This is an optimization exercise on Yosys and OpenROAD, whose aim is small area, not a production implementation. Only simulation tests tie the RTL to the original design; equivalence was not proved. The clock port is modelled as an ideal driver; clocking choices that lean on that would not hold on a real chip. Power figures rest on the tool's default switching activity, not on a simulated workload.

oak:
==> module HW21, before the edit <==
module HW21(btn,CLK,rst_n,sw,
	lcd_on,lcd_data,lcd_rs,lcd_rw,lcd_en);
input  CLK;
input  rst_n;
input [3:0] btn;
input [3:0]sw;
output [7:0] lcd_data;
output lcd_on,lcd_rs,lcd_rw,lcd_en;
wire rst = rst_n & btn[0] & btn[1] & btn[2] & btn[3];
assign lcd_on = 1'b1;
assign lcd_rw = 1'b0;
reg [14:0] q;
wire qz = ~|q[13:0];
wire tick = qz & ~q[14];
always @(posedge CLK or negedge rst_n)
	if (!rst_n) q <= 15'h0102;
	else        q <= {q[13:0], q[14] ^ q[13] ^ qz};
reg [3:0] u, t, h;
reg flag;
wire E  = tick & btn[3];
wire S  = E & ~flag & ~(btn[0] & btn[1]);    
wire dn = btn[0];                             
wire top  = h[3] & h[1] & t[1] & u[1] & u[0];    
wire uz = ~(u[3] | u[2] | u[1] | u[0]);
wire tz = ~(t[3] | t[2] | t[1] | t[0]);
wire hz = ~(h[3] | h[2] | h[1] | h[0]);
wire zero = uz & tz & hz;                        
function [3:0] tog(input [3:0] v, input d);
  tog = d ? {~v[0] & ~v[1] & ~v[2],
             ~v[0] & ~v[1] & (v[2] | v[3]),
             ~v[0] & (v[3] | v[2] | v[1]),
             1'b1}
          : {v[0] & (v[3] | v[2] & v[1]),
             v[1] & v[0],
             v[0] & ~v[3],
             1'b1};
endfunction
wire cu = dn ? uz : (u[3] & u[0]);      
wire ct = cu & (dn ? tz : (t[3] & t[0]));
wire [3:0] hT = {h[2:0] ^ {3{dn}}, 1'b1};
wire [3:0] htog = {&hT[3:0], &hT[2:0], &hT[1:0], 1'b1};
wire clr  = tick & ~btn[3] | S & ~dn & top;    
wire setw = S & dn & zero;                     
wire [3:0] un = u ^ ({4{S}} & tog(u, dn));
wire [3:0] tn = t ^ ({4{S & cu}} & tog(t, dn));
wire [3:0] hn = h ^ ({4{S & ct}} & htog);
always @(posedge CLK or negedge rst_n)
	if (!rst_n) begin
		u <= 0; t <= 0; h <= 0; flag <= 0;
	end else begin
		u <= clr ? 4'd0 : setw ? 4'd3  : un;
		t <= clr ? 4'd0 : setw ? 4'd2  : tn;
		h <= clr ? 4'd0 : setw ? 4'd10 : hn;
		if (E) flag <= ~(btn[0] & btn[1] & (btn[2] | ~flag));
	end
lcd_controller u0_lcd (
	.iclk(CLK), .irst_n(rst), .tens(t), .units(u),
	.lcd_data(lcd_data), .lcd_rs(lcd_rs), .lcd_en(lcd_en));
endmodule
Settings: LEC_CHECK=0, CAP_MARGIN=20, CORE_MARGIN=2, CORE_UTILIZATION=40, SLEW_MARGIN=20; clock period 10.0 ns.
standard.sh (not shown) runs the stock make flow with config.mk's settings and CLKGATE_MAP_FILE= SYNTH_SCRIPT=/design/flow/synth_recipe.tcl, a recipe that flattens the netlist after the stock synthesis.
==> flow/flow/run.sh <==
#!/bin/bash
# Own layout flow: the standard synthesis; its combinational logic mapped again
# by ABC for area, the best of a few scripts (registers untouched: the same
# instances, names and cells); then the standard ORFS flow with buf_1 port
# buffers and, in place of its CTS step, a few clock buffers each driving a
# group of neighbouring registers (flow/cts.tcl).  Each tool's output goes to
# a log_*.txt file here.
set -euo pipefail
W=$(pwd)
F=$W/flow
PLAT=${FLOW_PLATFORM:-sky130hd}
LIB=$FLOW_HOME/platforms/$PLAT/lib/sky130_fd_sc_hd__tt_025C_1v80.lib
R=$W/orfs/results/$PLAT/HW21/base
YOSYS=${YOSYS_EXE:-$(command -v yosys || echo $FLOW_HOME/../tools/install/yosys/bin/yosys)}

# 1. standard synthesis
bash standard.sh synth > $W/log_1_synth.txt 2>&1
cp $R/1_2_yosys.v $W/std_1_2_yosys.v

# 2. area remapping of the combinational cells
DU=""
for c in $(grep -o 'sky130_fd_sc_hd__\(lpflow_[a-z0-9_]*\|probec\?_p_8\)' $LIB | sort -u); do DU="$DU -dont_use $c"; done
# Several ABC scripts run side by side (flow/a*.abc); the smallest result is kept.
best=""; best_area=""
for sc in $F/a*.abc; do
  n=$(basename $sc .abc)
  cat > $W/resyn_$n.ys <<YS
read_liberty -ignore_miss_func $LIB
read_verilog $W/std_1_2_yosys.v
hierarchy -top $FLOW_TOP
setattr -mod -set blackbox 1 sky130_fd_sc_hd__df*
flatten
delete t:\$scopeinfo
opt_clean
stat -liberty $LIB
abc -liberty $LIB $DU -script $sc
opt_clean -purge
read_liberty -lib -overwrite -ignore_miss_func $LIB
hilomap -singleton -hicell sky130_fd_sc_hd__conb_1 HI -locell sky130_fd_sc_hd__conb_1 LO
splitnets
opt_clean -purge
insbuf -buf sky130_fd_sc_hd__buf_1 A X
check -assert
tee -o $W/resyn_$n.area stat -liberty $LIB
select $FLOW_TOP
write_verilog -selected -noattr -noexpr -nohex -nodec $W/resyn_$n.v
YS
  ( $YOSYS -s $W/resyn_$n.ys > $W/log_2_resyn_$n.txt 2>&1 || true ) &
done
wait
for sc in $F/a*.abc; do
  n=$(basename $sc .abc)
  [[ -s $W/resyn_$n.v ]] || continue
  a=$(grep "Chip area" $W/resyn_$n.area | awk '{print $NF}')
  echo "$n $a" >> $W/log_2_resyn_areas.txt
  if [[ -z "$best" ]] || python3 -c "import sys; sys.exit(0 if $a < $best_area else 1)"; then best=$n; best_area=$a; fi
done
echo "kept $best ($best_area)" >> $W/log_2_resyn_areas.txt
cp $W/resyn_$best.v $W/resyn.v
cp $W/resyn.v $R/1_2_yosys.v
bash standard.sh do-1_synth > $W/log_3_synth_odb.txt 2>&1

# 3. placement, standard
export BUFFER_PORTS_ARGS="-buffer_cell sky130_fd_sc_hd__buf_1"
bash standard.sh place > $W/log_4_place.txt 2>&1

# 4. clock tree (flow/cts.tcl) in place of the standard CTS step
RESULTS=$R LIB=$LIB PLAT=$PLAT CLKBUF=${CLKBUF:-sky130_fd_sc_hd__clkbuf_8} NCLK=${NCLK:-3} \
  openroad -no_init -exit $F/cts.tcl > $W/log_5_cts.txt 2>&1

# 5. routing and the rest of the standard flow
bash standard.sh finish > $W/log_6_finish.txt 2>&1
Other scripts of this flow, unchanged in this note and not shown: flow/flow/a1.abc, flow/flow/a2.abc, flow/flow/a3.abc, flow/flow/a4.abc, flow/flow/cts.tcl
What maple does differently from oak at the input level:
--- a/flow/design.v
+++ b/flow/design.v
@@ -108,23 +108,23 @@
 endfunction
 wire cu = dn ? uz : (u[3] & u[0]);      
 wire ct = cu & (dn ? tz : (t[3] & t[0]));
 wire [3:0] hT = {h[2:0] ^ {3{dn}}, 1'b1};
 wire [3:0] htog = {&hT[3:0], &hT[2:0], &hT[1:0], 1'b1};
-wire clr  = tick & ~btn[3] | S & ~dn & top;    
-wire setw = S & dn & zero;                     
-wire [3:0] un = u ^ ({4{S}} & tog(u, dn));
-wire [3:0] tn = t ^ ({4{S & cu}} & tog(t, dn));
-wire [3:0] hn = h ^ ({4{S & ct}} & htog);
+wire C  = tick & ~btn[3];               
+wire sp = S & (dn ? zero : top);         
+wire [3:0] Tu = sp ? 4'b0011 : {4{S}} & tog(u, dn);
+wire [3:0] Tt = sp ? 4'b0010 : {4{S & cu}} & tog(t, dn);
+wire [3:0] Th = sp ? 4'b1010 : {4{S & ct}} & htog;
+wire keep = rst_n & ~C;
+always @(posedge CLK) begin
+	u <= {4{keep}} & (u ^ Tu);
+	t <= {4{keep}} & (t ^ Tt);
+	h <= {4{keep}} & (h ^ Th);
+end
 always @(posedge CLK or negedge rst_n)
-	if (!rst_n) begin
-		u <= 0; t <= 0; h <= 0; flag <= 0;
-	end else begin
-		u <= clr ? 4'd0 : setw ? 4'd3  : un;
-		t <= clr ? 4'd0 : setw ? 4'd2  : tn;
-		h <= clr ? 4'd0 : setw ? 4'd10 : hn;
-		if (E) flag <= ~(btn[0] & btn[1] & (btn[2] | ~flag));
-	end
+	if (!rst_n) flag <= 0;
+	else if (E) flag <= ~(btn[0] & btn[1] & (btn[2] | ~flag));
 lcd_controller u0_lcd (
 	.iclk(CLK), .irst_n(rst), .tens(t), .units(u),
 	.lcd_data(lcd_data), .lcd_rs(lcd_rs), .lcd_en(lcd_en));
 endmodule
Findings:
maple: all stages complete, timing, DRC and antenna checks passed. Register fraction of the total cell area for maple: 1.9 points down relative to oak. Synthesized area divided by synthesized cell count of maple falls short of that of oak by a few percent. Delta (maple minus oak): fmax went up, design area decreased 31 µm². Status: sequential power parity (oak, maple). Going from oak to maple, cell total after placement grows by about 0.7%. Going from oak to maple, routed wire length shrank by a few percent. Total routing usage reported by global routing was higher in the run labelled maple. Looking at maximum ir drop on the vdd rail across maple and oak, the one that comes out lower is oak. In terms of worst slack on hold paths, maple and oak differ only marginally. maple has more setup slack than oak. Between maple and oak, worst-case register-to-register setup slack is higher for maple, oak comes in under that. | final cell count without fillers | maple vs oak | 0.66% higher |.

========
quartz:
RTL: one of the versions met above, not the one the previous note started from.
Size in the first run: about 210 cells after synthesis, ~22 I/O pins, ~2100 sq um of cells after synthesis.
==> module HW21, before the edit <==
module HW21(btn,CLK,rst_n,sw,
	lcd_on,lcd_data,lcd_rs,lcd_rw,lcd_en);
input  CLK;
input  rst_n;
input [3:0] btn;
input [3:0]sw;
output [7:0] lcd_data;
output lcd_on,lcd_rs,lcd_rw,lcd_en;
wire rst = rst_n & btn[0] & btn[1] & btn[2] & btn[3];
assign lcd_on = 1'b1;
assign lcd_rw = 1'b0;
reg [14:0] q;
wire qz = ~|q[13:0];
wire tick = qz & ~q[14];
always @(posedge CLK or negedge rst_n)
	if (!rst_n) q <= 15'h0102;
	else        q <= {q[13:0], q[14] ^ q[13] ^ qz};
reg [3:0] u, t, h;
reg flag;
wire E  = tick & btn[3];
wire S  = E & ~flag & ~(btn[0] & btn[1]);    
wire dn = btn[0];                             
wire top  = h[3] & h[1] & t[1] & u[1] & u[0];    
wire uz = ~(u[3] | u[2] | u[1] | u[0]);
wire tz = ~(t[3] | t[2] | t[1] | t[0]);
wire hz = ~(h[3] | h[2] | h[1] | h[0]);
wire zero = uz & tz & hz;                        
function [3:0] tog(input [3:0] v, input d);
  tog = d ? {~v[0] & ~v[1] & ~v[2],
             ~v[0] & ~v[1] & (v[2] | v[3]),
             ~v[0] & (v[3] | v[2] | v[1]),
             1'b1}
          : {v[0] & (v[3] | v[2] & v[1]),
             v[1] & v[0],
             v[0] & ~v[3],
             1'b1};
endfunction
wire cu = dn ? uz : (u[3] & u[0]);      
wire ct = cu & (dn ? tz : (t[3] & t[0]));
wire [3:0] hT = {h[2:0] ^ {3{dn}}, 1'b1};
wire [3:0] htog = {&hT[3:0], &hT[2:0], &hT[1:0], 1'b1};
wire C  = tick & ~btn[3];               
wire sp = S & (dn ? zero : top);         
wire [3:0] Tu = sp ? 4'b0011 : {4{S}} & tog(u, dn);
wire [3:0] Tt = sp ? 4'b0010 : {4{S & cu}} & tog(t, dn);
wire [3:0] Th = sp ? 4'b1010 : {4{S & ct}} & htog;
wire keep = rst_n & ~C;
always @(posedge CLK) begin
	u <= {4{keep}} & (u ^ Tu);
	t <= {4{keep}} & (t ^ Tt);
	h <= {4{keep}} & (h ^ Th);
end
always @(posedge CLK or negedge rst_n)
	if (!rst_n) flag <= 0;
	else if (E) flag <= ~(btn[0] & btn[1] & (btn[2] | ~flag));
lcd_controller u0_lcd (
	.iclk(CLK), .irst_n(rst), .tens(t), .units(u),
	.lcd_data(lcd_data), .lcd_rs(lcd_rs), .lcd_en(lcd_en));
endmodule
Settings: LEC_CHECK=0, CAP_MARGIN=20, CORE_MARGIN=2, CORE_UTILIZATION=65, GPL_TIMING_DRIVEN=0, SLEW_MARGIN=20; clock period 10.0 ns.
==> flow/flow/run.sh <==
#!/bin/bash
# Own layout flow: the standard synthesis; its combinational logic mapped again
# by ABC for area, the best of a few scripts (registers untouched: the same
# instances, names and cells); then the standard ORFS flow with buf_1 port
# buffers and, in place of its CTS step, a few clock buffers each driving a
# group of neighbouring registers (flow/cts.tcl).  Each tool's output goes to
# a log_*.txt file here.
set -euo pipefail
W=$(pwd)
F=$W/flow
PLAT=${FLOW_PLATFORM:-sky130hd}
LIB=$FLOW_HOME/platforms/$PLAT/lib/sky130_fd_sc_hd__tt_025C_1v80.lib
R=$W/orfs/results/$PLAT/HW21/base
YOSYS=${YOSYS_EXE:-$(command -v yosys || echo $FLOW_HOME/../tools/install/yosys/bin/yosys)}

# 1. standard synthesis
bash standard.sh synth > $W/log_1_synth.txt 2>&1
cp $R/1_2_yosys.v $W/std_1_2_yosys.v

# 2. area remapping of the combinational cells
DU=""
for c in $(grep -o 'sky130_fd_sc_hd__\(lpflow_[a-z0-9_]*\|probec\?_p_8\)' $LIB | sort -u); do DU="$DU -dont_use $c"; done
# Several ABC scripts run side by side (flow/a*.abc); the smallest result is kept.
best=""; best_area=""
for sc in $F/a*.abc; do
  n=$(basename $sc .abc)
  cat > $W/resyn_$n.ys <<YS
read_liberty -ignore_miss_func $LIB
read_verilog $W/std_1_2_yosys.v
hierarchy -top $FLOW_TOP
setattr -mod -set blackbox 1 sky130_fd_sc_hd__df*
flatten
delete t:\$scopeinfo
opt_clean
stat -liberty $LIB
abc -liberty $LIB $DU -script $sc
opt_clean -purge
read_liberty -lib -overwrite -ignore_miss_func $LIB
hilomap -singleton -hicell sky130_fd_sc_hd__conb_1 HI -locell sky130_fd_sc_hd__conb_1 LO
splitnets
opt_clean -purge
insbuf -buf sky130_fd_sc_hd__buf_1 A X
check -assert
tee -o $W/resyn_$n.area stat -liberty $LIB
select $FLOW_TOP
write_verilog -selected -noattr -noexpr -nohex -nodec $W/resyn_$n.v
YS
  ( $YOSYS -s $W/resyn_$n.ys > $W/log_2_resyn_$n.txt 2>&1 || true ) &
  while (( $(jobs -rp | wc -l) >= 4 )); do sleep 1; done
done
wait
for sc in $F/a*.abc; do
  n=$(basename $sc .abc)
  [[ -s $W/resyn_$n.v ]] || continue
  a=$(grep "Chip area" $W/resyn_$n.area | awk '{print $NF}')
  echo "$n $a" >> $W/log_2_resyn_areas.txt
  if [[ -z "$best" ]] || python3 -c "import sys; sys.exit(0 if $a < $best_area else 1)"; then best=$n; best_area=$a; fi
done
echo "kept $best ($best_area)" >> $W/log_2_resyn_areas.txt
cp $W/resyn_$best.v $W/resyn.v
cp $W/resyn.v $R/1_2_yosys.v
bash standard.sh do-1_synth > $W/log_3_synth_odb.txt 2>&1

# 3. placement, standard
export BUFFER_PORTS_ARGS="-buffer_cell sky130_fd_sc_hd__buf_1"
bash standard.sh place > $W/log_4_place.txt 2>&1

# 4. clock tree (flow/cts.tcl) in place of the standard CTS step
RESULTS=$R LIB=$LIB PLAT=$PLAT CLKBUF=${CLKBUF:-sky130_fd_sc_hd__clkbuf_8} NCLK=${NCLK:-3} \
  openroad -no_init -exit $F/cts.tcl > $W/log_5_cts.txt 2>&1

# 5. routing and the rest of the standard flow
bash standard.sh finish > $W/log_6_finish.txt 2>&1
Other scripts of this flow, unchanged in this note and not shown: flow/flow/a1.abc, flow/flow/a2.abc, flow/flow/a3.abc, flow/flow/a4.abc, flow/flow/a5.abc, flow/flow/a6.abc, flow/flow/a7.abc, flow/flow/a8.abc, flow/flow/cts.tcl
Relative to quartz, the following input files were edited for fjord:
--- a/flow/design.v
+++ b/flow/design.v
@@ -108,23 +108,23 @@
 endfunction
 wire cu = dn ? uz : (u[3] & u[0]);      
 wire ct = cu & (dn ? tz : (t[3] & t[0]));
 wire [3:0] hT = {h[2:0] ^ {3{dn}}, 1'b1};
 wire [3:0] htog = {&hT[3:0], &hT[2:0], &hT[1:0], 1'b1};
-wire C  = tick & ~btn[3];               
-wire sp = S & (dn ? zero : top);         
-wire [3:0] Tu = sp ? 4'b0011 : {4{S}} & tog(u, dn);
-wire [3:0] Tt = sp ? 4'b0010 : {4{S & cu}} & tog(t, dn);
-wire [3:0] Th = sp ? 4'b1010 : {4{S & ct}} & htog;
-wire keep = rst_n & ~C;
-always @(posedge CLK) begin
-	u <= {4{keep}} & (u ^ Tu);
-	t <= {4{keep}} & (t ^ Tt);
-	h <= {4{keep}} & (h ^ Th);
-end
+wire clr  = tick & ~btn[3] | S & ~dn & top;    
+wire setw = S & dn & zero;                     
+wire [3:0] un = u ^ ({4{S}} & tog(u, dn));
+wire [3:0] tn = t ^ ({4{S & cu}} & tog(t, dn));
+wire [3:0] hn = h ^ ({4{S & ct}} & htog);
 always @(posedge CLK or negedge rst_n)
-	if (!rst_n) flag <= 0;
-	else if (E) flag <= ~(btn[0] & btn[1] & (btn[2] | ~flag));
+	if (!rst_n) begin
+		u <= 0; t <= 0; h <= 0; flag <= 0;
+	end else begin
+		u <= clr ? 4'd0 : setw ? 4'd3  : un;
+		t <= clr ? 4'd0 : setw ? 4'd2  : tn;
+		h <= clr ? 4'd0 : setw ? 4'd10 : hn;
+		if (E) flag <= ~(btn[0] & btn[1] & (btn[2] | ~flag));
+	end
 lcd_controller u0_lcd (
 	.iclk(CLK), .irst_n(rst), .tens(t), .units(u),
 	.lcd_data(lcd_data), .lcd_rs(lcd_rs), .lcd_en(lcd_en));
 endmodule
## What came out
- fjord ended up with h[2] as its endpoint of the worst setup timing path; quartz ended up with h[3].
- Time the worst path needs with I/O delays and setup deteriorates in fjord relative to quartz.
- fjord: post-synthesis cell count lower than quartz
- [compare] base=quartz new=fjord: growth of design area from synthesis to finish has remained practically unchanged; final design area excluding fillers moved up; worst slack at placement moved down.
- Looking at count of cells along the worst register-to-register path across fjord and quartz, the one that comes out lower is fjord.
- fjord vs. quartz: routed metal-1 wire length higher, power density over cell area roughly the same.
- Proportion of power drawn by combinational gates: higher on fjord

-- what the ideal ports hide --
In the flow no input, the clock included, has a driving cell. The finished layouts below were timed again as built, in two steps. Step 1 sets driving cells, clkbuf_16 on the clock port and buf_2 on the other inputs (assumed; they add their load-dependent delay and slew). Step 2 adds t to the input delays and takes it off the output delays; t is the mean of the earliest and latest rising clock arrival at the registers after step 1. Input paths then give back, and output paths get back, about the clock's delay inside the block. a / b / c = ideal ports / drivers / drivers and shift; a / b = the first two.
run	shift t [ns]	setup WS [ns]	latest minus earliest clock arrival (ns)
oak	0.200	5.418 / 5.431 / 5.231	0.020 / 0.020
maple	0.201	5.654 / 5.684 / 5.483	0.013 / 0.014
quartz	0.196	5.666 / 5.693 / 5.497	0.007 / 0.007
fjord	0.190	5.366 / 5.381 / 5.192	0.019 / 0.019
After both steps setup and hold are still met in every run listed. The setup slack of oak, which loses most, moves by +0.013 ns with the drivers and by -0.187 ns with both steps.
